Background: an optimization exercise with open tools, aiming at a short achievable clock period and few clock cycles. Do not read the settings as production practice.
Function was checked by simulation only, so behaviour that the tests miss may differ from the original.
The clock port is modelled as an ideal driver; clocking choices that lean on that would not hold on a real chip.
No activity file was given, so power comes from the tool's default toggle rates.

$ cat flow/run.sh
#!/bin/bash
# Layout: the standard ORFS flow with these changes.
#  * synthesis leaves adders to abc as plain gates (ADDER_MAP_FILE empty)
#    instead of mapping them onto the library's full/half adder cells
#  * timing repair is asked to leave SETUP_SLACK_MARGIN ns of setup slack at
#    the design's clock period, so it works on the real critical paths
#  * before detailed placement, each flip-flop that drives an output port's
#    buffer is moved next to that buffer (flow/pull_outs.tcl)
#  * the port buffers are buf_4 cells (BUFFER_PORTS_ARGS), not delay cells
# Each tool's output is in synth.log and layout.log, and ORFS's logs under orfs/.
set -euo pipefail
MARGIN=${MARGIN:-13.1}
HERE=$(pwd)
bash standard.sh ADDER_MAP_FILE= synth > synth.log 2>&1
bash standard.sh ADDER_MAP_FILE= SETUP_SLACK_MARGIN=$MARGIN \
  BUFFER_PORTS_ARGS="-buffer_cell sky130_fd_sc_hd__buf_4" PRE_DETAIL_PLACE_TCL=$HERE/flow/pull_outs.tcl POST_CTS_TCL=$HERE/flow/post_cts.tcl \
  finish > layout.log 2>&1
$ cat flow/drop_root.tcl
set block [ord::get_db_block]
set clknet [[$block findBTerm clk] getNet]
set loads {}
foreach it [$clknet getITerms] { if {[$it isInputSignal]} { lappend loads $it } }
if {[llength $loads] == 1} {
  set root [[lindex $loads 0] getInst]
  set onet ""
  foreach it [$root getITerms] { if {[$it isOutputSignal]} { set onet [$it getNet] } }
  set sinks {}
  if {$onet ne ""} {
    foreach it [$onet getITerms] { if {[$it isInputSignal]} { lappend sinks $it } }
  }
  if {$onet ne "" && [llength $sinks] > 0 && [llength $sinks] <= 4 && [string match "*clkbuf*" [[$root getMaster] getName]]} {
    foreach it $sinks { $it disconnect; $it connect $clknet }
    foreach it [$root getITerms] { $it disconnect }
    odb::dbInst_destroy $root
    odb::dbNet_destroy $onet
    puts "drop_root: [llength $sinks] clock buffers now driven by the clock port"
  } else {
    puts "drop_root: root buffer kept ([llength $sinks] loads)"
  }
} else {
  puts "drop_root: clock port drives [llength $loads] pins; nothing done"
}
$ cat flow/post_cts.tcl
# After clock tree synthesis: drop the tree's root buffer (flow/drop_root.tcl),
# then one more round of timing repair with the final clock tree, and
# legalize again.
source [file join [file dirname [info script]] drop_root.tcl]
estimate_parasitics -placement
repair_timing -setup -setup_margin $::env(SETUP_SLACK_MARGIN) -repair_tns 100 -max_passes 40 -verbose
detailed_placement
check_placement -verbose
estimate_parasitics -placement
report_worst_slack -max
$ cat flow/pull_outs.tcl
# Pull each flip-flop that drives an output port's buffer next to that buffer,
# so the flop's Q net is short; detailed placement then legalizes.
set block [ord::get_db_block]
set moved 0
foreach bterm [$block getBTerms] {
  if {[$bterm getIoType] ne "OUTPUT"} { continue }
  set net [$bterm getNet]
  if {$net eq "NULL"} { continue }
  set buf ""
  foreach it [$net getITerms] { if {[$it isOutputSignal]} { set buf [$it getInst] } }
  if {$buf eq ""} { continue }
  set n2 ""
  foreach it [$buf getITerms] { if {[$it isInputSignal]} { set n2 [$it getNet] } }
  if {$n2 eq "" || $n2 eq "NULL"} { continue }
  if {[llength [$n2 getITerms]] != 2} { continue }
  set ff ""
  foreach it [$n2 getITerms] { if {[$it isOutputSignal]} { set ff [$it getInst] } }
  if {$ff eq ""} { continue }
  if {![string match "*df*" [[$ff getMaster] getName]]} { continue }
  set loc [$buf getLocation]
  $ff setLocation [lindex $loc 0] [lindex $loc 1]
  incr moved
}
puts "pull_outs: moved $moved flip-flops next to their output buffers"
$ cat standard.sh
#!/bin/bash
# synth_recipe.tcl (not shown) runs the flow's synth.tcl, then flattens the netlist and writes it again
# the make line also repeats each setting of config.mk as NAME=value (left out here)
make -C /OpenROAD-flow-scripts/flow DESIGN_CONFIG=/design/flow/config.mk WORK_HOME=/design/flow/orfs CLKGATE_MAP_FILE= SYNTH_SCRIPT=/design/flow/synth_recipe.tcl "${@:-finish}"
$ cat config.mk
export PLATFORM = sky130hd
export DESIGN_NAME = RV32core
export DESIGN_NICKNAME = RV32core
export VERILOG_FILES = /design/flow/design.v
export SDC_FILE = /design/flow/constraint.sdc
export NUM_CORES = 8
export LEC_CHECK = 0
export ABC_CLOCK_PERIOD_IN_PS = 100
export CAP_MARGIN = 20
export CORE_MARGIN = 2
export CORE_UTILIZATION = 40
export SLEW_MARGIN = 20
$ cat constraint.sdc
create_clock -name core_clock -period 17.0 [get_ports {clk}]
set_input_delay 3.4000 -clock core_clock [delete_from_list [all_inputs] [get_ports {clk}]]
set_output_delay 3.4000 -clock core_clock [all_outputs]
set_load 0.01 [all_outputs]
$ cat design.v
`timescale 1ns / 1ps
module RV32core(
        input clk,   
        input rst,   
        output[31:0] imem_addr,
        input [31:0] imem_data,
        output[31:0] dmem_addr,
        output[31:0] dmem_wdata,
        output[3:0]  dmem_wstrb,
        input [31:0] dmem_rdata
    );
    localparam BI = 4;               
    localparam NB = 1 << BI;
    localparam HI = 5;               
    localparam NH = 1 << HI;
    localparam LH = 5;               
    localparam NP = 1 << LH;
    localparam RD = 4;               
    localparam T_BR = 2'd0, T_JAL = 2'd1, T_RET = 2'd2, T_IND = 2'd3;
    reg [31:0] pc_f;
    reg        v_d;
    reg [31:0] ir_d, pc_d, ptgt_d, pc4_d;
    reg        pt_d;                 
    reg        bp_d;                 
    reg [13:0] dc_d;                 
    reg        stall_q;              
    reg [HI-1:0] bi_d;               
    reg [31:0] a_e, b_e, sd_e;       
    reg        a_m, b_m, s_m;       
    reg        a_h, b_h;            
    reg [10:0] alu_e;                
    reg [31:0] link_e, alt_e, ctgt_e, jcmp_e, pc_e;
    reg        br_e, jal_e, jalr_e, ret_e, call_e, ld_e, st_e, wen_e, pt_e;
    reg [5:0]  mc_e;                 
    reg        jx_e, jc_e;           
    reg        kill_e;               
    reg [3:0]  cs_e;                 
    reg [2:0]  f3_e;
    reg [4:0]  rd_e;
    reg [HI-1:0] bi_e;
    reg [31:0] res_m, wdata_m;
    reg [3:0]  wstrb_m;
    reg        ld_m, wen_m;
    reg [2:0]  f3_m;
    reg [12:0] ls_m;                 
    reg [31:0] res_nl;               
    reg [4:0]  rd_m;
    reg [31:0] val_w;
    reg        wen_w;
    reg [4:0]  rd_w;
    reg [32*32-1:0] rf;              
    localparam TW = 30 - BI;         
    reg [NB-1:0]    btb_v;
    reg [NB*TW-1:0] btb_tag;
    reg [NB*32-1:0] btb_tgt;
    reg [NB*2-1:0]  btb_typ;
    reg [NH*LH-1:0] dh;              
    reg [NH-1:0]    dp;              
    reg [NH*8-1:0]  lp_tag;
    reg [NH*5-1:0]  lp_trip;         
    reg [NH*5-1:0]  lp_cnt;          
    reg [NH-1:0]    lp_conf;
    reg [NP*2-1:0]  pht;
    reg [RD*32-1:0] ras;
    reg [1:0]    ras_sp;             
    wire [31:0] dr = dmem_rdata;
    wire ld_sx = ls_m[7] & dr[15] | ls_m[8] & dr[31];
    wire ld_sb = ls_m[9] & dr[7] | ls_m[10] & dr[15] | ls_m[11] & dr[23] | ls_m[12] & dr[31];
    wire [31:0] ld_v = {
        {16{ls_m[6]}} & dr[31:16] | {16{ld_sx | ld_sb}},
        {8{ls_m[4]}} & dr[15:8] | {8{ls_m[5]}} & dr[31:24] | {8{ld_sb}},
        {8{ls_m[0]}} & dr[7:0] | {8{ls_m[1]}} & dr[15:8] | {8{ls_m[2]}} & dr[23:16] |
        {8{ls_m[3]}} & dr[31:24]};
    wire [31:0] val_m = ld_v | res_nl;
    reg [31:0] pc_o, res_o;
    assign imem_addr = pc_o;
    reg  [HI-1:0] px_f;
    wire [BI-1:0] bx_f = px_f[BI-1:0];
    wire [HI-1:0] hx_f = px_f[HI-1:0];
    reg  [2-1:0] typ_f;
    always @(*) begin : rd_typ_f
        integer k;
        typ_f = {2{1'b0}};
        for (k = 0; k < NB; k = k + 1)
            typ_f = typ_f | ({2{bx_f == k}} & btb_typ[k*2 +: 2]);
    end
    reg  [1-1:0] bp_f;
    always @(*) begin : rd_bp_f
        integer k;
        bp_f = {1{1'b0}};
        for (k = 0; k < NH; k = k + 1)
            bp_f = bp_f | ({1{hx_f == k}} & dp[k*1 +: 1]);
    end
    reg  [32-1:0] btgt_f;
    always @(*) begin : rd_btgt_f
        integer k;
        btgt_f = {32{1'b0}};
        for (k = 0; k < NB; k = k + 1)
            btgt_f = btgt_f | ({32{bx_f == k}} & btb_tgt[k*32 +: 32]);
    end
    reg taken_f;
    always @(*) begin : tk_f
        integer k;
        taken_f = 1'b0;
        for (k = 0; k < NB; k = k + 1)
            taken_f = taken_f | (bx_f == k) & btb_v[k] & (btb_tag[k*TW +: TW] == pc_f[31:BI+2]) &
                      (btb_typ[k*2 +: 2] != T_BR | (px_f[HI-1] ? dp[NB + k] : dp[k]));
    end
    reg  [32-1:0] ras_top;
    always @(*) begin : rd_ras_top
        integer k;
        ras_top = {32{1'b0}};
        for (k = 0; k < RD; k = k + 1)
            ras_top = ras_top | ({32{ras_sp == k}} & ras[k*32 +: 32]);
    end
    wire [1:0]  ras_up = ras_sp + 2'd1;
    wire [31:0] tgt_f = typ_f == T_RET ? ras_top : btgt_f;
    wire [31:0] pc4_f = pc_f + 32'd4;
    wire [6:0] f_op = imem_data[6:0];
    wire [4:0] f_rd = imem_data[11:7], f_rs1 = imem_data[19:15], f_rs2 = imem_data[24:20];
    wire f_lui   = f_op == 7'b0110111;
    wire f_auipc = f_op == 7'b0010111;
    wire f_jal   = f_op == 7'b1101111;
    wire f_jalr  = f_op == 7'b1100111;
    wire f_br    = f_op == 7'b1100011;
    wire f_ld    = f_op == 7'b0000011;
    wire f_st    = f_op == 7'b0100011;
    wire f_opi   = f_op == 7'b0010011;
    wire f_opr   = f_op == 7'b0110011;
    wire f_use1  = f_opr | f_opi | f_ld | f_st | f_br | f_jalr;
    wire f_use2  = f_opr | f_br | f_st;
    wire [13:0] f_dc = {
        (f_lui | f_auipc | f_jal | f_jalr | f_ld | f_opi | f_opr) && f_rd != 5'd0,
        f_use2, f_use1,
        f_jalr && f_rd == 5'd0 && (f_rs1 == 5'd1 || f_rs1 == 5'd5),
        (f_jal | f_jalr) && (f_rd == 5'd1 || f_rd == 5'd5),
        f_opr, f_opi, f_st, f_ld, f_br, f_jalr, f_jal, f_auipc, f_lui};
    wire [2:0] f3 = ir_d[14:12];
    wire [4:0] rd = ir_d[11:7], rs1 = ir_d[19:15], rs2 = ir_d[24:20];
    wire is_lui   = v_d && dc_d[0];
    wire is_auipc = v_d && dc_d[1];
    wire is_jal   = v_d && dc_d[2];
    wire is_jalr  = v_d && dc_d[3];
    wire is_br    = v_d && dc_d[4];
    wire is_ld    = v_d && dc_d[5];
    wire is_st    = v_d && dc_d[6];
    wire is_opi   = v_d && dc_d[7];
    wire is_op    = v_d && dc_d[8];
    wire is_call  = v_d && dc_d[9];
    wire is_ret   = v_d && dc_d[10];
    wire use1     = v_d && dc_d[11];
    wire use2     = v_d && dc_d[12];
    wire wen_d    = v_d && dc_d[13];
    wire a_rs1   = use1;
    wire b_rs2   = is_op | is_br;
    wire [31:0] imm_i = {{20{ir_d[31]}}, ir_d[31:20]};
    wire [31:0] imm_s = {{20{ir_d[31]}}, ir_d[31:25], ir_d[11:7]};
    wire [31:0] imm_b = {{20{ir_d[31]}}, ir_d[7], ir_d[30:25], ir_d[11:8], 1'b0};
    wire [31:0] imm_u = {ir_d[31:12], 12'b0};
    wire [31:0] imm_j = {{12{ir_d[31]}}, ir_d[19:12], ir_d[20], ir_d[30:21], 1'b0};
    wire [31:0] brt_d  = pc_d + imm_b;
    wire [31:0] jalt_d = pc_d + imm_j;
    reg  [32-1:0] rf1;
    always @(*) begin : rd_rf1
        integer k;
        rf1 = {32{1'b0}};
        for (k = 1; k < 32; k = k + 1)
            rf1 = rf1 | ({32{rs1 == k}} & rf[k*32 +: 32]);
    end
    reg  [32-1:0] rf2;
    always @(*) begin : rd_rf2
        integer k;
        rf2 = {32{1'b0}};
        for (k = 1; k < 32; k = k + 1)
            rf2 = rf2 | ({32{rs2 == k}} & rf[k*32 +: 32]);
    end
    wire [31:0] rv1 = (wen_m && rd_m == rs1) ? val_m : (wen_w && rd_w == rs1) ? val_w : rf1;
    wire [31:0] rv2 = (wen_m && rd_m == rs2) ? val_m : (wen_w && rd_w == rs2) ? val_w : rf2;
    wire stall_d = stall_q;
    wire m1 = wen_e && !kill_e && rd_e == rs1;
    wire m2 = wen_e && !kill_e && rd_e == rs2;
    wire ras_ok = 1'b1;
    wire id_jal  = is_jal && !pt_d;
    wire id_br   = is_br && !pt_d && bp_d;
    wire id_ret  = is_ret && !pt_d && ras_ok;
    wire id_bad  = pt_d && !(is_br | is_jal | is_jalr);
    wire [31:0] id_tgt = id_jal ? jalt_d : id_br ? brt_d : id_ret ? ras_top : pc4_d;
    wire [31:0] A  = {a_h ? res_m[31:16] : a_e[31:16], a_m ? res_m[15:0] : a_e[15:0]};
    wire [31:0] B  = {b_h ? res_m[31:16] : b_e[31:16], b_m ? res_m[15:0] : b_e[15:0]};
    wire [31:0] SD = s_m ? res_m : sd_e;
    wire [31:0] sum  = A + B;
    wire [31:0] diff = A - B;
    wire eq  = A == B;
    wire [30:0] c_lt0 = ~A[30:0] & B[30:0];
    wire [30:0] c_eq0 = ~(A[30:0] ^ B[30:0]);
    wire [15:0] c_lt1, c_eq1;
    wire [7:0]  c_lt2, c_eq2;
    wire [3:0]  c_lt3, c_eq3;
    wire [1:0]  c_lt4, c_eq4;
    genvar g;
    generate
        for (g = 0; g < 15; g = g + 1) begin : cmp1
            assign c_lt1[g] = c_lt0[2*g+1] | c_eq0[2*g+1] & c_lt0[2*g];
            assign c_eq1[g] = c_eq0[2*g+1] & c_eq0[2*g];
        end
        for (g = 0; g < 8; g = g + 1) begin : cmp2
            assign c_lt2[g] = c_lt1[2*g+1] | c_eq1[2*g+1] & c_lt1[2*g];
            assign c_eq2[g] = c_eq1[2*g+1] & c_eq1[2*g];
        end
        for (g = 0; g < 4; g = g + 1) begin : cmp3
            assign c_lt3[g] = c_lt2[2*g+1] | c_eq2[2*g+1] & c_lt2[2*g];
            assign c_eq3[g] = c_eq2[2*g+1] & c_eq2[2*g];
        end
        for (g = 0; g < 2; g = g + 1) begin : cmp4
            assign c_lt4[g] = c_lt3[2*g+1] | c_eq3[2*g+1] & c_lt3[2*g];
            assign c_eq4[g] = c_eq3[2*g+1] & c_eq3[2*g];
        end
    endgenerate
    assign c_lt1[15] = c_lt0[30];
    assign c_eq1[15] = c_eq0[30];
    wire lt_lo = c_lt4[1] | c_eq4[1] & c_lt4[0];
    wire ltu = ~A[31] & B[31] | ~(A[31] ^ B[31]) & lt_lo;
    wire lt  = A[31] & ~B[31] | ~(A[31] ^ B[31]) & lt_lo;
    wire [4:0] sh = B[4:0];
    wire [31:0] r_sll = A << sh;
    wire [31:0] r_srl = A >> sh;
    wire [63:0] r_sra64 = {{32{A[31]}}, A} >> sh;
    wire [31:0] r_sra = r_sra64[31:0];
    wire [31:0] res_e =
        {32{alu_e[0]}}  & sum |
        {32{alu_e[1]}}  & diff[31:0] |
        {32{alu_e[2]}}  & (A & B) |
        {32{alu_e[3]}}  & (A | B) |
        {32{alu_e[4]}}  & (A ^ B) |
        {32{alu_e[5]}}  & r_sll |
        {32{alu_e[6]}}  & r_srl |
        {32{alu_e[7]}}  & r_sra |
        {32{alu_e[8]}}  & {31'd0, lt} |
        {32{alu_e[9]}}  & {31'd0, ltu} |
        {32{alu_e[10]}} & link_e;
    wire eq_ab, lt_ab, ltu_ab, eq_mb, lt_mb, ltu_mb, eq_am, lt_am, ltu_am;
    cmp32 cmp_ab (.x(a_e),   .y(b_e),   .eq(eq_ab), .lt(lt_ab), .ltu(ltu_ab));
    cmp32 cmp_mb (.x(res_m), .y(b_e),   .eq(eq_mb), .lt(lt_mb), .ltu(ltu_mb));
    cmp32 cmp_am (.x(a_e),   .y(res_m), .eq(eq_am), .lt(lt_am), .ltu(ltu_am));
    wire b_eq  = cs_e[0] & eq_ab  | cs_e[1] & eq_mb  | cs_e[2] & eq_am | cs_e[3];
    wire b_lt  = cs_e[0] & lt_ab  | cs_e[1] & lt_mb  | cs_e[2] & lt_am;
    wire b_ltu = cs_e[0] & ltu_ab | cs_e[1] & ltu_mb | cs_e[2] & ltu_am;
    wire j_ne  = a_m ? res_m != jcmp_e : a_e != jcmp_e;
    wire [5:0] mcv = mc_e & {6{~kill_e}};
    wire mis_br = mcv[0] & b_eq | mcv[1] & ~b_eq | mcv[2] & b_lt | mcv[3] & ~b_lt |
                  mcv[4] & b_ltu | mcv[5] & ~b_ltu;
    wire taken_e = mis_br ^ pt_e;
    wire redirect_ex = mis_br | jx_e & ~kill_e | jc_e & ~kill_e & j_ne;
    wire [31:0] jtgt_e = {sum[31:1], 1'b0};
    wire [31:0] tgt_ex = jalr_e ? jtgt_e : alt_e;
    wire redirect_id0 = id_jal | id_br | id_ret | id_bad;
    wire redirect_id = !redirect_ex && !stall_d && redirect_id0;
    wire [31:0] pc_nx = stall_d ? pc_f : redirect_id0 ? id_tgt : taken_f ? tgt_f : pc4_f;
    wire [1:0] la = sum[1:0];
    wire l_w = ld_e & f3_e[1];
    wire l_h = ld_e & ~f3_e[1] & f3_e[0];
    wire l_b = ld_e & ~f3_e[1] & ~f3_e[0];
    wire l_s = ~f3_e[2];
    wire [12:0] ls_e = {
        l_b & l_s & la == 2'd3, l_b & l_s & la == 2'd2, l_b & l_s & la == 2'd1, l_b & l_s & la == 2'd0,
        l_h & l_s & la[1], l_h & l_s & ~la[1],
        l_w,
        l_h & la[1], l_w | l_h & ~la[1],
        l_b & la == 2'd3, l_h & la[1] | l_b & la == 2'd2, l_b & la == 2'd1, l_w | l_h & ~la[1] | l_b & la == 2'd0};
    wire [3:0] strb_e = f3_e[1] ? 4'b1111 :
                        f3_e[0] ? (4'b0011 << sum[1:0]) : (4'b0001 << sum[1:0]);
    wire [31:0] wd_e = f3_e[1] ? SD : f3_e[0] ? {2{SD[15:0]}} : {4{SD[7:0]}};
    assign dmem_addr  = res_o;
    assign dmem_wdata = wdata_m;
    assign dmem_wstrb = wstrb_m;
    always @(posedge clk or posedge rst) begin
        if (rst) begin
            pc_f <= 32'd0;
            v_d <= 1'b0;
            stall_q <= 1'b0;
            pt_d <= 1'b0;
        end else begin
            pc_f <= redirect_ex ? tgt_ex : pc_nx;
            stall_q <= !redirect_ex && !stall_d && !redirect_id0 && is_ld && rd != 5'd0 &&
                       ((f_use1 && f_rs1 == rd) || (f_use2 && f_rs2 == rd));
            if (redirect_ex || redirect_id) begin
                v_d <= 1'b0;
                pt_d <= 1'b0;
            end else if (!stall_d) begin
                v_d <= 1'b1;
                pt_d <= taken_f;
            end
        end
    end
    always @(posedge clk) begin
        if (!stall_d) begin
            ir_d <= imem_data;
            dc_d <= f_dc;
            pc_d <= pc_f;
            pc4_d <= pc4_f;
            ptgt_d <= tgt_f;
            bp_d <= bp_f;
            bi_d <= hx_f;
        end
    end
    wire go_e = !redirect_ex && !stall_d;
    wire pt_n = pt_d | id_br | id_ret;           
    wire [31:0] ptgt_n = pt_d ? ptgt_d : ras_top;
    always @(posedge clk or posedge rst) begin
        if (rst) begin
            kill_e <= 1'b1;
            a_m <= 1'b0; b_m <= 1'b0; s_m <= 1'b0;
            alu_e <= 11'd0;
            br_e <= 1'b0; jal_e <= 1'b0; jalr_e <= 1'b0; ret_e <= 1'b0; call_e <= 1'b0;
            ld_e <= 1'b0; st_e <= 1'b0; wen_e <= 1'b0; pt_e <= 1'b0;
            mc_e <= 6'd0; jx_e <= 1'b0; jc_e <= 1'b0;
            cs_e <= 4'd0;
        end else begin
            kill_e <= !go_e;
            cs_e <= {m1 & m2, ~m1 & m2, m1 & ~m2, ~m1 & ~m2};
            a_m <= a_rs1 && m1;
            b_m <= b_rs2 && m2;
            s_m <= is_st && m2;
            alu_e[0]  <= is_lui | is_auipc | is_ld | is_st |
                         (is_op & f3 == 3'd0 & ~ir_d[30]) | (is_opi & f3 == 3'd0);
            alu_e[1]  <= is_op & f3 == 3'd0 & ir_d[30];
            alu_e[2]  <= (is_op | is_opi) & f3 == 3'd7;
            alu_e[3]  <= (is_op | is_opi) & f3 == 3'd6;
            alu_e[4]  <= (is_op | is_opi) & f3 == 3'd4;
            alu_e[5]  <= (is_op | is_opi) & f3 == 3'd1;
            alu_e[6]  <= (is_op | is_opi) & f3 == 3'd5 & ~ir_d[30];
            alu_e[7]  <= (is_op | is_opi) & f3 == 3'd5 & ir_d[30];
            alu_e[8]  <= (is_op | is_opi) & f3 == 3'd2;
            alu_e[9]  <= (is_op | is_opi) & f3 == 3'd3;
            alu_e[10] <= is_jal | is_jalr;
            br_e <= is_br; jal_e <= is_jal; jalr_e <= is_jalr; ret_e <= is_ret; call_e <= is_call;
            ld_e <= is_ld; st_e <= is_st; wen_e <= wen_d;
            pt_e <= pt_n;
            mc_e <= {is_br & (f3 == (pt_n ? 3'd6 : 3'd7)), is_br & (f3 == (pt_n ? 3'd7 : 3'd6)),
                     is_br & (f3 == (pt_n ? 3'd4 : 3'd5)), is_br & (f3 == (pt_n ? 3'd5 : 3'd4)),
                     is_br & (f3 == (pt_n ? 3'd0 : 3'd1)), is_br & (f3 == (pt_n ? 3'd1 : 3'd0))};
            jx_e <= is_jalr & ~pt_n;
            jc_e <= is_jalr & pt_n;
        end
    end
    always @(posedge clk) begin
        a_h <= !rst && a_rs1 && m1;
        b_h <= !rst && b_rs2 && m2;
        a_e <= is_auipc ? pc_d : is_lui ? 32'd0 : rv1;
        b_e <= b_rs2 ? rv2 : is_st ? imm_s : (is_lui | is_auipc) ? imm_u : imm_i;
        sd_e <= rv2;
        link_e <= pc4_d;
        alt_e <= pt_n ? pc4_d : brt_d;
        ctgt_e <= is_jal ? jalt_d : brt_d;
        jcmp_e <= ptgt_n - imm_i;
        pc_e <= pc_d;
        f3_e <= f3;
        rd_e <= rd;
        bi_e <= bi_d;
    end
    always @(posedge clk or posedge rst) begin
        if (rst) begin
            wstrb_m <= 4'd0;
            ld_m <= 1'b0;
            wen_m <= 1'b0;
        end else begin
            wstrb_m <= (st_e & ~kill_e) ? strb_e : 4'd0;
            ld_m <= ld_e & ~kill_e;
            wen_m <= wen_e & ~kill_e;
        end
    end
    always @(posedge clk) begin
        pc_o <= rst ? 32'd0 : redirect_ex ? tgt_ex : pc_nx;
        px_f <= redirect_ex ? tgt_ex[HI+1:2] : pc_nx[HI+1:2];
        res_o <= rst ? 32'd0 : res_e;
        res_m <= res_e;
        wdata_m <= wd_e;
        f3_m <= f3_e;
        ls_m <= ls_e;
        res_nl <= ld_e ? 32'd0 : res_e;
        rd_m <= rd_e;
    end
    always @(posedge clk or posedge rst) begin
        if (rst) wen_w <= 1'b0;
        else wen_w <= wen_m;
    end
    always @(posedge clk) begin
        val_w <= val_m;
        rd_w <= rd_m;
    end
    always @(posedge clk) begin : wr_rf
        integer k;
        for (k = 1; k < 32; k = k + 1)
            if (wen_w && rd_w == k) rf[k*32 +: 32] <= val_w;
    end
    reg          u_btb, u_br, u_tk, rst_q;
    reg [BI-1:0] u_bx;
    reg [HI-1:0] u_hx;
    reg [7:0]    u_ltag;
    reg [31:BI+2] u_tag;
    reg [31:0]   u_tgt;
    reg [1:0]    u_typ;
    reg [LH-1:0] u_h;
    reg [7:0]    u_otag;
    reg [4:0]    u_cnt, u_trip;
    reg          u_conf;
    always @(posedge clk or posedge rst) begin
        if (rst) begin
            u_btb <= 1'b0; u_br <= 1'b0;
        end else begin
            u_btb <= ~kill_e & (br_e && taken_e || jal_e || jalr_e);
            u_br <= ~kill_e & br_e;
        end
    end
    always @(posedge clk) begin
        rst_q <= rst;
        u_tk <= taken_e;
        u_bx <= pc_e[BI+1:2];
        u_hx <= bi_e;
        u_ltag <= pc_e[HI+9:HI+2];
        u_tag <= pc_e[31:BI+2];
        u_tgt <= jalr_e ? jtgt_e : ctgt_e;
        u_typ <= br_e ? T_BR : jal_e ? T_JAL : ret_e ? T_RET : T_IND;
    end
    wire [LH-1:0] d_h  = u_h;
    reg  [2-1:0] d_c;
    always @(*) begin : rd_d_c
        integer k;
        d_c = {2{1'b0}};
        for (k = 0; k < NP; k = k + 1)
            d_c = d_c | ({2{d_h == k}} & pht[k*2 +: 2]);
    end
    wire [1:0]    d_c1 = u_tk ? (d_c == 2'b11 ? 2'b11 : d_c + 2'd1) :
                                (d_c == 2'b00 ? 2'b00 : d_c - 2'd1);
    wire [LH-1:0] d_h1 = {d_h[LH-2:0], u_tk};
    wire          l_hit  = u_otag == u_ltag;
    wire [4:0]    l_cnt0  = l_hit ? u_cnt : 5'd0;
    wire [4:0]    l_trip0 = l_hit ? u_trip : 5'd0;
    wire          l_conf0 = l_hit & u_conf;
    wire [5:0]    l_run   = {1'b0, l_cnt0} + 6'd1;       
    reg  [4:0]    l_cnt1, l_trip1;
    reg           l_conf1;
    always @(*) begin
        if (u_tk) begin
            if (l_cnt0 == 5'd31) begin
                l_cnt1 = 5'd0; l_trip1 = 5'd0; l_conf1 = 1'b0;
            end else begin
                l_cnt1 = l_cnt0 + 5'd1; l_trip1 = l_trip0; l_conf1 = l_conf0;
            end
        end else begin
            l_cnt1 = 5'd0;
            if (l_run == {1'b0, l_trip0}) begin
                l_trip1 = l_trip0; l_conf1 = 1'b1;
            end else begin
                l_trip1 = l_run[4:0]; l_conf1 = l_run > 6'd3;
            end
        end
    end
    reg  [LH-1:0] e_h;
    always @(*) begin : rd_e_h
        integer k;
        e_h = {LH{1'b0}};
        for (k = 0; k < NH; k = k + 1)
            e_h = e_h | ({LH{bi_e == k}} & dh[k*LH +: LH]);
    end
    reg  [8-1:0] e_otag;
    always @(*) begin : rd_e_otag
        integer k;
        e_otag = {8{1'b0}};
        for (k = 0; k < NH; k = k + 1)
            e_otag = e_otag | ({8{bi_e == k}} & lp_tag[k*8 +: 8]);
    end
    reg  [5-1:0] e_cnt;
    always @(*) begin : rd_e_cnt
        integer k;
        e_cnt = {5{1'b0}};
        for (k = 0; k < NH; k = k + 1)
            e_cnt = e_cnt | ({5{bi_e == k}} & lp_cnt[k*5 +: 5]);
    end
    reg  [5-1:0] e_trip;
    always @(*) begin : rd_e_trip
        integer k;
        e_trip = {5{1'b0}};
        for (k = 0; k < NH; k = k + 1)
            e_trip = e_trip | ({5{bi_e == k}} & lp_trip[k*5 +: 5]);
    end
    reg  [1-1:0] e_conf;
    always @(*) begin : rd_e_conf
        integer k;
        e_conf = {1{1'b0}};
        for (k = 0; k < NH; k = k + 1)
            e_conf = e_conf | ({1{bi_e == k}} & lp_conf[k*1 +: 1]);
    end
    wire          e_same = u_br && u_hx == bi_e;
    always @(posedge clk) begin
        u_h    <= e_same ? d_h1    : e_h;
        u_otag <= e_same ? u_ltag  : e_otag;
        u_cnt  <= e_same ? l_cnt1  : e_cnt;
        u_trip <= e_same ? l_trip1 : e_trip;
        u_conf <= e_same ? l_conf1 : e_conf;
    end
    reg           w_v, w_lc;
    reg [4:0]     w_cnt, w_trip;
    reg [HI-1:0]  w_hx;
    reg [LH-1:0]  w_h1;
    always @(posedge clk or posedge rst) begin
        if (rst) w_v <= 1'b0;
        else w_v <= u_br;
    end
    always @(posedge clk) begin
        w_hx <= u_hx;
        w_h1 <= d_h1;
        w_lc <= l_conf1;
        w_cnt <= l_cnt1;
        w_trip <= l_trip1;
    end
    reg  [2-1:0] w_c;
    always @(*) begin : rd_w_c
        integer k;
        w_c = {2{1'b0}};
        for (k = 0; k < NP; k = k + 1)
            w_c = w_c | ({2{w_h1 == k}} & pht[k*2 +: 2]);
    end
    wire          w_pht = w_c[1];
    wire          w_lp = {1'b0, w_cnt} + 6'd1 < {1'b0, w_trip};
    always @(posedge clk) begin : wr_pred
        integer k;
        if (rst_q) begin
            btb_v <= {NB{1'b0}};
            dh <= {NH*LH{1'b0}};
            dp <= {NH{1'b0}};
            lp_tag <= {NH*8{1'b0}};
            lp_trip <= {NH*5{1'b0}};
            lp_cnt <= {NH*5{1'b0}};
            lp_conf <= {NH{1'b0}};
            pht <= {NP{2'b01}};
            ras <= {RD*32{1'b0}};
            ras_sp <= 2'd0;
        end else begin
            for (k = 0; k < NB; k = k + 1)
                if (u_btb && u_bx == k) btb_v[k] <= 1'b1;
            for (k = 0; k < NP; k = k + 1)
                if (u_br && d_h == k) pht[k*2 +: 2] <= d_c1;
            for (k = 0; k < NH; k = k + 1) begin
                if (u_br && u_hx == k) begin
                    dh[k*LH +: LH] <= d_h1;
                    lp_tag[k*8 +: 8] <= u_ltag;
                    lp_trip[k*5 +: 5] <= l_trip1;
                    lp_cnt[k*5 +: 5] <= l_cnt1;
                    lp_conf[k] <= l_conf1;
                end
                if (w_v && w_hx == k) dp[k] <= w_lc ? w_lp : w_pht;
            end
            if (call_e & ~kill_e) begin
                for (k = 0; k < RD; k = k + 1)
                    if (ras_up == k) ras[k*32 +: 32] <= link_e;
                ras_sp <= ras_sp + 2'd1;
            end else if (ret_e & ~kill_e) begin
                ras_sp <= ras_sp - 2'd1;
            end
        end
    end
    always @(posedge clk) begin : wr_btb
        integer k;
        if (u_btb) begin
            for (k = 0; k < NB; k = k + 1)
                if (u_bx == k) begin
                    btb_tag[k*TW +: TW] <= u_tag;
                    btb_tgt[k*32 +: 32] <= u_tgt;
                    btb_typ[k*2 +: 2] <= u_typ;
                end
        end
    end
endmodule
module cmp32(
        input  [31:0] x,
        input  [31:0] y,
        output eq, lt, ltu
    );
    wire [31:0] e0 = ~(x ^ y);
    wire [31:0] l0 = ~x & y;
    wire [15:0] e1, l1;
    wire [7:0]  e2, l2;
    wire [3:0]  e3, l3;
    wire [1:0]  e4, l4;
    genvar g;
    generate
        for (g = 0; g < 16; g = g + 1) begin : c1
            assign l1[g] = l0[2*g+1] | e0[2*g+1] & l0[2*g];
            assign e1[g] = e0[2*g+1] & e0[2*g];
        end
        for (g = 0; g < 8; g = g + 1) begin : c2
            assign l2[g] = l1[2*g+1] | e1[2*g+1] & l1[2*g];
            assign e2[g] = e1[2*g+1] & e1[2*g];
        end
        for (g = 0; g < 4; g = g + 1) begin : c3
            assign l3[g] = l2[2*g+1] | e2[2*g+1] & l2[2*g];
            assign e3[g] = e2[2*g+1] & e2[2*g];
        end
        for (g = 0; g < 2; g = g + 1) begin : c4
            assign l4[g] = l3[2*g+1] | e3[2*g+1] & l3[2*g];
            assign e4[g] = e3[2*g+1] & e3[2*g];
        end
    endgenerate
    assign eq  = e4[1] & e4[0];
    assign ltu = l4[1] | e4[1] & l4[0];
    assign lt  = (x[31] ^ y[31]) ? x[31] : ltu;
endmodule
==> results of run 1 <==
## where the power goes
part           switching, mW  internal [mW]  leakage [nW]
logic                   4.07           2.00          24.9
clock network           3.87           5.13          6.49
registers               1.18           10.6          33.5
total                   9.12           17.7          64.9
## final cells by class
| cell class | instances | area, um^2 |
|---|---|---|
| clock buffers | 523 | 10900 |
| clock inverters | 214 | 2370 |
| well taps | 5451 | 6820 |
| repair buffers | 1058 | 10300 |
| inverters | 138 | 532 |
| flip-flops and latches | 3784 | 97400 |
| diodes | 48 | 120 |
| multi-input cells | 10159 | 67200 |
| fillers | 36668 | 213000 |
## synth_stat cells, types with 348 or more instances
library cell | number | area, um^2
sky130_fd_sc_hd__a21oi_1 | 1345 | 6730
sky130_fd_sc_hd__a221oi_1 | 490 | 4290
sky130_fd_sc_hd__a22o_1 | 470 | 4120
sky130_fd_sc_hd__a22oi_1 | 684 | 5130
sky130_fd_sc_hd__clkbuf_1 | 1007 | 3780
sky130_fd_sc_hd__dfxtp_1 | 1614 | 32300
sky130_fd_sc_hd__edfxtp_1 | 2090 | 62800
sky130_fd_sc_hd__nand2_1 | 2301 | 8640
sky130_fd_sc_hd__nand4_1 | 381 | 2380
sky130_fd_sc_hd__nor2_1 | 1083 | 4070
sky130_fd_sc_hd__o21ai_0 | 348 | 1740
sky130_fd_sc_hd__xnor2_1 | 642 | 5620
## path summary, 6_finish.rpt
kind                                  end  cells past startpoint
worst max register to register   pc_o[14]                     15
worst max-delay path              b_e[27]                     13
min in group asynchronous        pc_f[12]                      3
worst min register to register  u_tag[25]                      0
worst min-delay path            u_tag[25]                      0
max in group asynchronous             b_m                      4
## logic make-up after synthesis
kind of cell / after synthesis / share of synthesized area, %
and+or+nand+nor: 4713 / 12.6
AOI/OAI and AO/OA: 4165 / 17.5
DFF: 3784 / 59.2
buffers and inverters: 1337 / 3.18
xor gates and xnor gates: 845 / 4.52
muxes: 352 / 2.53
adders and majority gates: 83 / 0.512
## metal layers
metal | part of all wire, % | track usage (%)
met2 | 41 | 50.1
met5 | 0.10 | 0.775
met3 | 15 | 12.7
met4 | 8.2 | 23.1
met1 | 36 | 45.7
## sequential cells by signal (all words and copies together) (netlist names), 64 cells and up
signal and count:
rf 992, btb_tgt 512, btb_tag 416, lp_tag 256, dh 160, lp_cnt 160, lp_trip 160, ras 128
pht 64
## placed cells by master, fill, tap and decap left out, drive strengths merged, types with 35 or more instances in the layout
master / netlist / final
a31oi: 72 / 72
mux2: 120 / 120
o21ai: 367 / 367
a22o: 470 / 470
buf: 192 / 1044
bufinv: 0 / 38
nor4: 77 / 77
and2: 85 / 85
a222oi: 81 / 81
xor2: 202 / 202
nor2b: 101 / 101
mux2i: 199 / 199
nand4: 381 / 381
a211oi: 138 / 138
dfrtp: 79 / 79
diode: 0 / 48
o31ai: 35 / 35
maj3: 83 / 83
a221oi: 492 / 492
nand2: 2302 / 2302
inv: 137 / 153
clkbuf: 1007 / 531
or2: 41 / 41
o211ai: 58 / 58
a211o: 38 / 38
clkinv: 1 / 140
nor3: 183 / 183
nand3: 238 / 238
o21a: 38 / 38
a22oi: 684 / 684
nand2b: 89 / 89
edfxtp: 2090 / 2090
dfxtp: 1614 / 1614
nor2: 1084 / 1085
xnor2: 642 / 642
o22ai: 80 / 80
a21oi: 1349 / 1349
## per-stage QoR
stage / setup slack [ps] / instances / instance area [um^2] / power [mW] / hold slack, ps
2_1_floorplan: 11950 / 15279 / 164000 / 14.2 / 310
3_3_place_gp: 11330 / 20141 / 173000 / 17.0 / 311
3_5_place_dp: 11040 / 20142 / 173000 / 17.0 / 312
5_1_grt: 12300 / 21342 / 196000 / 27.3 / 298
6_report: 12380 / 21375 / 196000 / 26.8 / 307
==> load_flow_metrics.sql, run 1 <==
INSERT INTO impl_metrics (metric_group, metric, value, unit) VALUES
('cts', 'tritoncts_clock_tree', 'yes', ''),
('detailed_routing', 'detail-route-antenna-nets', '0', ''),
('floorplanning', 'fp.dieW', '644', 'um'),
('worst_setup_path', 'worstSetupStartpointType', 'primary input', ''),
('floorplanning', 'starting_density_of_the_core', '40.1', '%'),
('synth', 'synth_enable_flop_cells', '2090', ''),
('global_routing', 'gr-total-overflow', '0', ''),
('timing', 'grt_setup_unrepaired', 'yes', ''),
('worst_setup_path', 'timing.critical_path.required', '17560', 'ps'),
('timing', 'max_freq', '0.216', 'GHz'),
('timing', 'finalCritPeriodShare', '27.2', '%'),
('synth', 'post_synth.cell_area_avg', '10.7', 'um^2'),
('worst_setup_path', 'arrival_time_at_the_worst_endpoint', '5190', 'ps'),
('worst_setup_path', 'crit_path_cells', 'buf_8 > a22o_4 > a221oi_4 > inv_2 > a221oi_4 > buf_12 > buf_6 > buf_12 > nand2_8 > nand2_2 > o21ai_2 > nor2_1 > a21oi_1', ''),
('power_and_ir_drop', 'power.static_leakage', '64.9', 'nW'),
('cells_and_area', 'drive_above_1_share', '18.2', '%'),
('floorplanning', 'core_region_area', '409000', 'um^2'),
('synth', 'postSynthRegisterBits', '3784', ''),
('synth', 'synth.net_count', '15345', ''),
('floorplanning', 'boundaryPins', '166', ''),
('outcome', 'run_status', 'finished clean', ''),
('global_routing', 'antenna_found_initial', '66', ''),
('timing', 'timing.final.hold_violations', '0', ''),
('worst_hold_path', 'timing.hold.worst.class', 'reg -> reg', ''),
('cts', 'clkLatencyLatePin', '780', 'ps'),
('cells_and_area', 'area_growth_syn_to_layout', '19.2', '%'),
('detailed_routing', 'vias_per_cell', '6.63', ''),
('placed_design', 'detailedPlacementHpwl', '467000', 'um'),
('timing', 'timing.clock.skew', '108', 'ps'),
('synth', 'synthesis.instances', '15279', ''),
('worst_setup_path', 'cpLargestDelayFamily', 'compound AO/OA/AOI/OAI gates', ''),
('worst_setup_path', 'timing.rr.start', 'b_e[1]', ''),
('worst_setup_path', 'worst_path_largest_cell_delay', '240', 'ps'),
('worst_setup_path', 'r2r_slack', '12630', 'ps'),
('global_routing', 'first_global_vias', '128936', ''),
('timing', 'timing.final.crit_period', '4620', 'ps'),
('timing', 'setup-tns-final', '0', 'ps'),
('timing', 'max_slew.worst_pin.slew', '1290', 'ps'),
('worst_hold_path', 'min-delay-start', 'pc_e[25]', ''),
('floorplanning', 'die_area', '415000', 'um^2'),
('synth', 'yosys_most_used_dff', 'sky130_fd_sc_hd__edfxtp_1', ''),
('worst_setup_path', 'cp-startpoint', 'dmem_rdata[7]', ''),
('detailed_routing', 'drt_drc_violations_left', '0', ''),
('detailed_routing', 'first_iter_violations', '26026', ''),
('cells_and_area', 'fin_util', '47.8', '%'),
('timing', 'finalSetupViolations', '0', ''),
('synth', 'mappedNetlistArea', '164000', 'um^2'),
('detailed_routing', 'route.vias.total', '141787', ''),
('worst_setup_path', 'timing.critical_path.buf_inv', '5', ''),
('synth', 'asyncSetResetFlopFracSynth', '2.11', '%'),
('synth', 'yosysSeqAreaShare', '59.2', '%'),
('detailed_routing', 'post_drt_wl_per_cell', '36.1', 'um'),
('floorplanning', 'fp-row-count', '235', ''),
('cells_and_area', 'num-nets-final', '15602', ''),
('synth', 'synth.lib_cells_used.distinct', '117', ''),
('cts', 'clkTransAtPathRegs', '60', 'ps'),
('job', 'cap_viol_max_count', '0', ''),
('detailed_routing', 'first_pass_iters', '12', ''),
('global_routing', 'track_usage', '35.5', '%'),
('placed_design', 'gpl.final_weighted_congestion', '1.02', ''),
('worst_setup_path', 'slowest_cell_on_the_critical_path', 'sky130_fd_sc_hd__a22o_4', ''),
('timing', 'slew_headroom', '13.5', '%'),
('worst_setup_path', 'path_class', 'in -> reg', ''),
('power_and_ir_drop', 'ir_worst_vdd', '0.105', 'mV'),
('global_routing', 'maximum_number_of_pins_on_one_net_before_global_route_repair', '232', ''),
('worst_setup_path', 'category_of_the_worst_setup_path_capture_point', 'flip-flop', ''),
('detailed_routing', 'totalWireLength', '772000', 'um'),
('placed_design', 'number_of_port_buffers', '165', ''),
('timing', 'final-max-slew-violation-count', '0', ''),
('global_routing', 'grt_pass1_wl', '1040000', 'um'),
('power_and_ir_drop', 'power-per-cell-area', '137', 'nW/um^2'),
('cts', 'cts.sinks', '3784', ''),
('synth', 'yosys_warnings', '1', ''),
('worst_setup_path', 'critPathMaxFanout', '8', ''),
('floorplanning', 'die_h', '644', 'um');
Testbench counts, summed over its fixed seeds: cycles 329,746.
==> inputs of run 2 (changes only) <==
--- a/flow/run.sh
+++ b/flow/run.sh
@@ -9,7 +9,7 @@
 #  * the port buffers are buf_4 cells (BUFFER_PORTS_ARGS), not delay cells
 # Each tool's output is in synth.log and layout.log, and ORFS's logs under orfs/.
 set -euo pipefail
-MARGIN=${MARGIN:-13.1}
+MARGIN=${MARGIN:-12.5}
 HERE=$(pwd)
 bash standard.sh ADDER_MAP_FILE= synth > synth.log 2>&1
 bash standard.sh ADDER_MAP_FILE= SETUP_SLACK_MARGIN=$MARGIN \
==> load_flow_metrics.sql, run 2 <==
INSERT INTO impl_metrics (metric_group, metric, value, unit) VALUES
('synth', 'yosysTopAreaCell', 'sky130_fd_sc_hd__edfxtp_1', ''),
('floorplanning', 'die_area', '415000', 'um^2'),
('placed_design', 'number_of_port_buffers', '165', ''),
('outcome', 'run_status', 'finished clean', ''),
('global_routing', 'grt_pass1_wl', '1030000', 'um'),
('floorplanning', 'core_region_area', '409000', 'um^2'),
('global_routing', 'antenna_found_initial', '66', ''),
('timing', 'timing.final.hold_violations', '0', ''),
('detailed_routing', 'drt_drc_violations_left', '0', ''),
('synth', 'yosys_warnings', '1', ''),
('global_routing', 'first_global_vias', '126435', ''),
('synth', 'synth.top_cell.area_share', '38.2', '%'),
('global_routing', 'gr-total-overflow', '0', ''),
('worst_setup_path', 'crit_path_cells', 'buf_4 > inv_1 > nand3_1 > nor2_4 > buf_4 > a22oi_1 > nand3_1 > nor2_1 > nand4_1 > o22ai_1 > o21ai_0 > nor2_1 > a31oi_1', ''),
('worst_setup_path', 'timing.critical_path.required', '17540', 'ps'),
('floorplanning', 'boundaryPins', '166', ''),
('timing', 'setup-tns-final', '0', 'ps'),
('detailed_routing', 'first_iter_violations', '25963', ''),
('detailed_routing', 'totalWireLength', '763000', 'um'),
('cts', 'clkLatencyLatePin', '810', 'ps'),
('synth', 'postSynthRegisterBits', '3784', ''),
('detailed_routing', 'post_drt_wl_per_cell', '36.2', 'um'),
('timing', 'final-max-slew-violation-count', '0', ''),
('timing', 'max_freq', '0.211', 'GHz'),
('cells_and_area', 'layout.cell_area.non_filler', '189000', 'um^2'),
('cells_and_area', 'fin_util', '46.2', '%'),
('synth', 'yosys_most_used_dff', 'sky130_fd_sc_hd__edfxtp_1', ''),
('worst_setup_path', 'timing.rr.start', 'ir_d[21]', ''),
('timing', 'max_slew.worst_pin.slew', '1360', 'ps'),
('worst_hold_path', 'min-delay-start', 'pc_e[24]', ''),
('timing', 'finalCritPeriodShare', '27.9', '%'),
('cells_and_area', 'drive_above_1_share', '13.9', '%'),
('detailed_routing', 'route.vias.total', '139446', ''),
('synth', 'most_frequently_used_cell_type_in_the_post_synthesis_netlist', 'sky130_fd_sc_hd__nand2_1', ''),
('cells_and_area', 'most-common-layout-cells', 'sky130_fd_sc_hd__nand2_1, sky130_fd_sc_hd__edfxtp_1, sky130_fd_sc_hd__dfxtp_1', ''),
('synth', 'asyncSetResetFlopFracSynth', '2.11', '%'),
('worst_setup_path', 'r2r_slack', '12260', 'ps'),
('detailed_routing', 'detail-route-antenna-nets', '0', ''),
('cells_and_area', 'largest_reg_flops', '992', ''),
('worst_setup_path', 'reg2reg_to', 'b_e[4]', ''),
('worst_setup_path', 'path_class', 'reg -> reg', ''),
('timing', 'timing.final.crit_period', '4740', 'ps'),
('synth', 'synth_top_cells_by_count', 'sky130_fd_sc_hd__nand2_1, sky130_fd_sc_hd__edfxtp_1, sky130_fd_sc_hd__dfxtp_1', ''),
('worst_setup_path', 'critPathMaxFanout', '29', ''),
('synth', 'synth.lib_cells_used.distinct', '117', ''),
('synth', 'synth.net_count', '15345', ''),
('cells_and_area', 'num-nets-final', '15277', ''),
('worst_hold_path', 'holdPathEnd', 'u_tag[24]', ''),
('worst_setup_path', 'worstSetupStartpointType', 'flip-flop', ''),
('timing', 'timing.clock.skew', '124', 'ps'),
('worst_hold_path', 'timing.hold.worst.class', 'reg -> reg', ''),
('worst_setup_path', 'arrival_time_at_the_worst_endpoint', '5280', 'ps'),
('detailed_routing', 'vias_per_cell', '6.62', ''),
('timing', 'slew_headroom', '8.58', '%'),
('worst_hold_path', 'worst_hold_path.num_cells', '0', ''),
('worst_setup_path', 'cpLargestDelayFamily', 'compound AO/OA/AOI/OAI gates', ''),
('cells_and_area', 'regMostFlops', 'rf', ''),
('cells_and_area', 'most_common_cell_after_layout_fill_and_taps_aside', 'sky130_fd_sc_hd__nand2_1', ''),
('cts', 'cts.sinks', '3784', ''),
('floorplanning', 'die_h', '644', 'um'),
('power_and_ir_drop', 'power-per-cell-area', '139', 'nW/um^2'),
('worst_setup_path', 'category_of_the_worst_setup_path_capture_point', 'flip-flop', ''),
('synth', 'post_synth.cell_area_avg', '10.7', 'um^2'),
('floorplanning', 'fp-row-count', '235', ''),
('cells_and_area', 'reg.largest.list', 'rf: 992 flops, btb_tgt: 512 flops, btb_tag: 416 flops', ''),
('worst_setup_path', 'r2r_cells', '13', ''),
('synth', 'netlist_top_cells_area', 'sky130_fd_sc_hd__edfxtp_1, sky130_fd_sc_hd__dfxtp_1, sky130_fd_sc_hd__nand2_1', ''),
('synth', 'synthesis.instances', '15279', ''),
('placed_design', 'detailedPlacementHpwl', '467000', 'um'),
('worst_setup_path', 'slowest_cell_on_the_critical_path', 'sky130_fd_sc_hd__buf_4', ''),
('timing', 'finalSetupViolations', '0', ''),
('synth', 'mappedNetlistArea', '164000', 'um^2'),
('power_and_ir_drop', 'power.static_leakage', '62.1', 'nW'),
('placed_design', 'place_area', '173000', 'um^2'),
('synth', 'synth_enable_flop_cells', '2090', ''),
('floorplanning', 'fp.dieW', '644', 'um'),
('job', 'cap_viol_max_count', '0', ''),
('worst_setup_path', 'timing.critical_path.buf_inv', '3', ''),
('global_routing', 'maximum_number_of_pins_on_one_net_before_global_route_repair', '213', ''),
('detailed_routing', 'first_pass_iters', '17', ''),
('cts', 'tritoncts_clock_tree', 'yes', ''),
('global_routing', 'track_usage', '35.1', '%'),
('placed_design', 'gpl.final_weighted_congestion', '1.03', ''),
('floorplanning', 'starting_density_of_the_core', '40.1', '%'),
('cts', 'clkTransAtPathRegs', '70', 'ps'),
('power_and_ir_drop', 'fin_total_pwr', '26.3', 'mW'),
('cells_and_area', 'area_growth_syn_to_layout', '15.1', '%'),
('synth', 'yosysSeqAreaShare', '59.2', '%'),
('power_and_ir_drop', 'ir_worst_vdd', '0.114', 'mV'),
('worst_setup_path', 'worst_path_largest_cell_delay', '790', 'ps'),
('timing', 'grt_setup_unrepaired', 'yes', '');
run 2: cell counts after synthesis:
Identical to the previous run, type by type.
run 2: layer usage:
metal  GRT usage [%]  routed length [um]  part of all wire (%)
met1            45.9              281000                    37
met2            49.9              312000                    41
met3            11.7              110000                    14
met4            21.9               59700                   7.8
met5           0.243                 711                 0.093
run 2: cells by family after synthesis:
group	after synthesis	share of synthesized area [%]
mux	352	2.53
flops	3784	59.2
simple gates	4713	12.6
fa+ha+maj	83	0.512
buf+inv	1337	3.18
compound gates	4165	17.5
xor+xnor	845	4.52
run 2: worst max path at each step:
stage,end,slack [ps],from,cells after the start
2_1_floorplan,b_e[28],11950,dmem_rdata[7],10
3_3_place_gp,b_e[30],11290,dmem_rdata[15],11
3_5_place_dp,pc_o[16],11190,rst,4
5_1_grt,pc_o[25],12340,pc_d[6],13
6_report,b_e[4],12260,ir_d[21],13
run 2: area by class of cell:
cell class	instances	area, um^2
clock inverter	191	2000
clock buffer	544	11100
timing repair buffer	734	6310
tap	5451	6820
inverter	138	533
antenna	60	150
multi-input combinational	10158	64600
fill	37537	220000
sequential	3784	97300
run 2: stage by stage:
| step | hold WS (ps) | setup WS, ps | instances |
|---|---|---|---|
| after detailed placement | 312 | 11190 | 20160 |
| after global routing | 263 | 12340 | 21022 |
| final | 272 | 12260 | 21060 |
| after global placement | 310 | 11290 | 20158 |
| after floorplan | 310 | 11950 | 15279 |
run 2: power breakdown:
part / leakage (nW) / total (mW) / switching, mW / internal [mW]
Clock: 6.40 / 8.85 / 3.85 / 4.99
Combinational: 22.2 / 5.77 / 4.05 / 1.71
Sequential: 33.5 / 11.7 / 1.08 / 10.6
==> inputs of run 3 (changes only) <==
--- a/flow/run.sh
+++ b/flow/run.sh
@@ -9,7 +9,7 @@
 #  * the port buffers are buf_4 cells (BUFFER_PORTS_ARGS), not delay cells
 # Each tool's output is in synth.log and layout.log, and ORFS's logs under orfs/.
 set -euo pipefail
-MARGIN=${MARGIN:-12.5}
+MARGIN=${MARGIN:-13.5}
 HERE=$(pwd)
 bash standard.sh ADDER_MAP_FILE= synth > synth.log 2>&1
 bash standard.sh ADDER_MAP_FILE= SETUP_SLACK_MARGIN=$MARGIN \
--- a/config.mk
+++ b/config.mk
@@ -8,5 +8,5 @@
 export ABC_CLOCK_PERIOD_IN_PS = 100
 export CAP_MARGIN = 20
 export CORE_MARGIN = 2
-export CORE_UTILIZATION = 40
+export CORE_UTILIZATION = 30
 export SLEW_MARGIN = 20
==> load_flow_metrics.sql, run 3 <==
INSERT INTO impl_metrics (metric_group, metric, value, unit) VALUES
('synth', 'yosys_warnings', '1', ''),
('synth', 'synthesis.instances', '15279', ''),
('placed_design', 'place_area', '175000', 'um^2'),
('global_routing', 'track_usage', '27.6', '%'),
('cells_and_area', 'regMostFlops', 'rf', ''),
('timing', 'final-max-slew-violation-count', '0', ''),
('worst_setup_path', 'category_of_the_worst_setup_path_capture_point', 'output pin', ''),
('global_routing', 'gr-total-overflow', '0', ''),
('worst_setup_path', 'cpLargestDelayFamily', 'flip-flops', ''),
('outcome', 'run_status', 'finished clean', ''),
('worst_setup_path', 'crit_path_cells', 'buf_6', ''),
('synth', 'synth.top_cell.area_share', '38.2', '%'),
('global_routing', 'grt_pass1_wl', '1080000', 'um'),
('worst_setup_path', 'reg2reg_to', 'pc_o[27]', ''),
('timing', 'slew_headroom', '11.8', '%'),
('floorplanning', 'starting_density_of_the_core', '30.1', '%'),
('cells_and_area', 'largest_reg_flops', '992', ''),
('synth', 'post_synth.cell_area_avg', '10.7', 'um^2'),
('detailed_routing', 'first_iter_violations', '26957', ''),
('detailed_routing', 'first_pass_iters', '13', ''),
('worst_setup_path', 'slowest_cell_on_the_critical_path', 'sky130_fd_sc_hd__dfrtp_1', ''),
('synth', 'post_synth_fa_ha_maj_area_fraction', '0.512', '%'),
('timing', 'max_freq', '0.216', 'GHz');
[run 3: cell counts after synthesis]
No cell type changed its count.
[run 3: power by group]
part	internal [mW]	total [mW]	switching [mW]
Clock	5.14	9.08	3.94
Sequential	10.6	11.8	1.15
Combinational	2.70	7.38	4.67
[run 3: metrics by stage]
step	util [%]	total power, mW	hold slack, ps	setup WS [ps]
global placement	32.1	17.2	311	10820
finish	37.8	28.2	327	12360
floorplan	-	14.2	310	11950
detailed placement	32.1	17.2	312	9960
global route	37.8	28.6	328	12350
[run 3: worst reg2reg max path: stages, from the launching register on]
cell and delay [ps]:
sky130_fd_sc_hd__dfrtp_4 550, sky130_fd_sc_hd__buf_12 170, sky130_fd_sc_hd__buf_16 130, sky130_fd_sc_hd__nand2b_4 180, sky130_fd_sc_hd__buf_6 130, sky130_fd_sc_hd__o22a_1 240, sky130_fd_sc_hd__a22oi_2 290, sky130_fd_sc_hd__nand4_1 230
sky130_fd_sc_hd__o22a_4 300, sky130_fd_sc_hd__o31ai_4 320, sky130_fd_sc_hd__buf_4 190, sky130_fd_sc_hd__a31o_4 140, sky130_fd_sc_hd__a31o_4 220, sky130_fd_sc_hd__xnor2_4 160, sky130_fd_sc_hd__nand2_2 120, sky130_fd_sc_hd__a21boi_4 210
sky130_fd_sc_hd__o22ai_4 540
[run 3: how the worst max path moves through the flow]
stage                          endpoint  slack [ps]  depth (start not counted)
after global placement         pc_o[31]       10820                          6
after floorplan                 b_e[21]       11950                         10
final                     dmem_wstrb[2]       12360                          1
after detailed placement       pc_o[27]        9960                          6
after global routing      dmem_wstrb[1]       12350                          1
[run 3: metal layers]
layer  up-vias  global-route usage (%)  wire length (um)
met2     12026                    39.9            331000
met5         -                   0.236               665
met1     70623                    34.8            292000
met3      3337                    8.85            109000
met4        44                    19.4             72600
li1      58145                       -                 -
[run 3: area by class of cell]
type	count	area [um^2]	area share, %
flip-flops and latches	3784	97500	47.3
multi-input cells	10162	70000	34.0
repair buffers	1411	15300	7.42
clock buffers	559	11400	5.52
well taps	7234	9050	4.39
clock inverters	186	2150	1.04
inverters	138	542	0.263
diodes	86	215	0.104
[run 3: kinds of logic after synthesis]
logic type / Yosys count
AOI/OAI and AO/OA: 4165
xor gates and xnor gates: 845
adders and majority gates: 83
buffers and inverters: 1337
DFF: 3784
muxes: 352
and+or+nand+nor: 4713

## re-timing with driven ports
Ports are ideal in the flow. The routed layouts listed here were re-timed in OpenROAD. Step 1 assumes that a clkbuf_16 drives the clock port and a buf_2 every other input. Step 2 moves the port delays by t, midway between the first and last clock arrival at a register: inputs arrive t later, outputs are due t later. That takes back most of the time a late clock gives input paths. a / b / c = ideal / step 1 / step 2; a / b = the first two.
run | shift t [ns] | setup slack, ns | worst setup path after step 2 | worst register clock-pin slew, ns
run 1 | 0.948 | 12.379 / 12.167 / 11.604 | input to register | 0.07 / 0.07
run 2 | 0.980 | 12.260 / 12.146 / 11.689 | input to register | 0.07 / 0.07
run 3 | 1.006 | 12.363 / 12.123 / 11.628 | input to register | 0.08 / 0.08
After both steps every run listed still meets setup and hold. The setup slack of run 1, which loses most, moves by -0.212 ns with the drivers and by -0.775 ns with both steps.
